What follows belongs to an exercise in optimizing a design on an open flow for small area and a short achievable clock period; a production flow would make more cautious choices. RTL that was checked went through simulation tests only; none was proved equivalent to the original.

## run A
Design axis_eth_fcs, start of the top module:
module axis_eth_fcs
(
    input  wire        clk,
    input  wire        rst,
    input  wire [127:0]  input_axis_tdata,
    input  wire [15:0]   input_axis_tstrb,
    input  wire          input_axis_tvalid,
    output wire          input_axis_tready,
    input  wire          input_axis_tlast,
    output wire [31:0] output_fcs,
    output wire        output_fcs_valid
);
Size in the first run: roughly 35 flip-flops, ~180 I/O pins, roughly 0.016 mm2 of cells after synthesis.
clock: 16.0 ns
lec_check: 0
cap_margin: 20
core_margin: 2
core_utilization: 40
setup_slack_margin: 0.3
slew_margin: 20
standard.sh (not shown) runs the stock make flow with config.mk's settings and CLKGATE_MAP_FILE= SYNTH_SCRIPT=/design/flow/synth_recipe.tcl, a recipe that flattens the netlist after the stock synthesis.
==> flow/flow/run.sh <==
#!/bin/bash
set -euo pipefail
cd "$(dirname "$0")/.."
if [[ -f flow/extra.mk ]]; then cat flow/extra.mk >> config.mk; fi
mapfile -t ARGS < <(grep -v '^\s*$' flow/args.txt)
bash standard.sh synth > flow_synth.log 2>&1
bash standard.sh "${ARGS[@]}" finish > flow_finish.log 2>&1
==> flow/flow/args.txt <==
SETUP_SLACK_MARGIN=8.75
BUFFER_PORTS_ARGS=-buffer_cell sky130_fd_sc_hd__buf_2
==> flow/flow/extra.mk <==
export DONT_USE_CELLS += sky130_fd_sc_hd__xor3_1 sky130_fd_sc_hd__xor3_2 sky130_fd_sc_hd__xor3_4 sky130_fd_sc_hd__xnor3_1 sky130_fd_sc_hd__xnor3_2 sky130_fd_sc_hd__xnor3_4
Modified inputs, run B compared to run A
==> flow/flow/args.txt <==
SETUP_SLACK_MARGIN=9.25
BUFFER_PORTS_ARGS=-buffer_cell sky130_fd_sc_hd__buf_2
Notes after the runs:
When the final numbers for run B and run A were put side by side, the non-filler instance count after layout turned out to be greater in run B. Non-clock buffer count (run B / run A): 1.13. Of run B and run A, it is run B that has the higher routed via count. Between run A and run B, the share of synthesized cell area in and, or, nand and nor gates figures differ only marginally. Total overflow reported by the global router came out exactly the same in run B and run A. Compared with run A, run B shows a higher routed length on met2. Filler cell count: higher on run A. Re quantity of gates resized following cts: run B is 141 up on run A. The more densely filled core belongs to run B, not run A. [compare] base=run A new=run B: period utilization lower, worst setup slack higher.
Input changes introduced in run C (baseline for comparison: run B):
diff --git a/flow/flow/run.sh b/flow/flow/run.sh
--- a/flow/flow/run.sh
+++ b/flow/flow/run.sh
@@ -6,0 +7,5 @@
+RES=orfs/results/${FLOW_PLATFORM}/axis_eth_fcs/base
+cp $RES/1_2_yosys.v flow_1_2_yosys_standard.v
+LIB=$(ls ${FLOW_HOME}/platforms/${FLOW_PLATFORM}/lib/sky130_fd_sc_hd__tt_025C_1v80.lib)
+python3 flow/downsize.py $RES/1_2_yosys.v $LIB > flow_downsize.log 2>&1
+touch $RES/1_2_yosys.v
==> flow/flow/args.txt <==
SETUP_SLACK_MARGIN=9.0
BUFFER_PORTS_ARGS=-buffer_cell sky130_fd_sc_hd__buf_2
==> flow/flow/downsize.py (new file) <==
#!/usr/bin/env python3
"""Set every combinational cell of a synthesized netlist to its smallest
drive strength (_1, or _0 where the platform has no _1 ... as listed in the
liberty file); flip-flops keep their cells. The timing repair later sizes up
what the constraints need."""
import re, sys
net, lib = sys.argv[1], sys.argv[2]
cells = set(re.findall(r'^\s*cell\s*\(\s*"?(sky130_fd_sc_hd__\w+?)"?\s*\)', open(lib).read(), re.M))
dont = set(sys.argv[3:])
def smallest(name):
    m = re.match(r'(sky130_fd_sc_hd__[a-z0-9]+?)_(\d+)$', name)
    if not m:
        return name
    base = m.group(1)
    if re.match(r'sky130_fd_sc_hd__(e?df|sdf|dl|conb|tap|fill|decap|clk)', base):
        return name
    for d in ("1", "0"):
        cand = "%s_%s" % (base, d)
        if cand in cells and cand not in dont:
            if int(d) < int(m.group(2)):
                return cand
            return name
    return name
src = open(net).read()
n = [0]
def sub(mo):
    new = smallest(mo.group(1))
    if new != mo.group(1):
        n[0] += 1
    return new + mo.group(2)
out = re.sub(r'\b(sky130_fd_sc_hd__\w+)(\s+[\\\w])', sub, src)
open(net, "w").write(out)
print("downsized", n[0], "cells")
--- outcome ---
Compared with run B, run C shows number of non-clock buffers in the layout lower by 15. Delta (run C minus run B): met1 layer usage reported by global route lost 1.6 points; global-route usage went down by 1.8 points; cell area after layout went down; number of inserted filler cells in the final layout picked up an extra 0.31%; area added between synthesis and finish lost 5.2 points. NOTE pin count of the biggest net entering global routing run B->run C decreased slightly. When the final numbers for run B and run C were put side by side, the area after synthesis turned out to be smaller in run C. In the metrics for run B and run C, the one carrying the lower die area is run C. Run C vs run B — wire length of the first global-routing pass dropped by a few percent.
Function was not checked in any run of this note: the RTL went through the layout flow alone.

* * *

Another version of the RTL of axis_eth_fcs (not shown whole).
Size: roughly 2,000 cells after synthesis, ~36 flip-flops, ~180 I/O pins, ~0.017 sq mm of cells after synthesis.
export LEC_CHECK = 0
export CAP_MARGIN = 20
export CORE_MARGIN = 2
export CORE_UTILIZATION = 40
export SETUP_SLACK_MARGIN = 0.3
export SLEW_MARGIN = 20
create_clock -name core_clock -period 16.0 [get_ports {clk}]
==> flow/flow/run.sh <==
#!/bin/bash
set -euo pipefail
cd "$(dirname "$0")/.."
if [[ -f flow/extra.mk ]]; then cat flow/extra.mk >> config.mk; fi
mapfile -t ARGS < <(grep -v '^\s*$' flow/args.txt)
bash standard.sh synth > flow_synth.log 2>&1
bash standard.sh "${ARGS[@]}" finish > flow_finish.log 2>&1
==> flow/flow/args.txt <==
SETUP_SLACK_MARGIN=9.75
BUFFER_PORTS_ARGS=-buffer_cell sky130_fd_sc_hd__buf_2
Scripts as last shown in full above: flow/flow/extra.mk
Rerun with:
==> flow/flow/args.txt (replaced) <==
SETUP_SLACK_MARGIN=8.75
BUFFER_PORTS_ARGS=-buffer_cell sky130_fd_sc_hd__buf_2
Effect: The new run passed the timing, design-rule and antenna checks. Cell count drops by a few percent. Wire length is lower by a few percent. Clock skew barely changes. Sequential share of layout area came out higher by 0.87 points. Fmax fell by roughly a tenth. Die area stays the same. Sequential cell count stays the same. Register-to-register slack is worse by 1400 ps. Cell area shrinks by about a fifth.

-- static timing again, ports no longer ideal --
In the flow no input, the clock included, has a driving cell. The finished layouts below were timed again as built, in two steps.
Step 1: set_driving_cell puts a clkbuf_16 on clk and a buf_2 on each other input, an assumption about the parent block.
Step 2 moves the port delays by t, midway between the first and last clock arrival at a register: inputs arrive t later, outputs are due t later. That takes back most of the time a late clock gives input paths.
Three values: no drivers, after step 1, after step 2; two values: the first two.
| run | t, ns | setup slack, ns | worst data-port slew with drivers (ns) |
|---|---|---|---|
| run A | 0.344 | 8.654 / 8.636 / 8.292 | 0.08 |
| run B | 0.345 | 8.870 / 8.898 / 8.554 | 0.10 |
| run C | 0.334 | 8.895 / 8.807 / 8.473 | 0.22 |
| the first run of note 2 | 0.331 | 9.697 / 9.713 / 9.382 | 0.15 |
| the second run of note 2 | 0.325 | 8.795 / 8.813 / 8.488 | 0.07 |
After both steps setup and hold are still met in every run listed. For run C, which loses most, drivers alone change the setup slack by -0.088 ns; drivers and shift together by -0.422 ns.
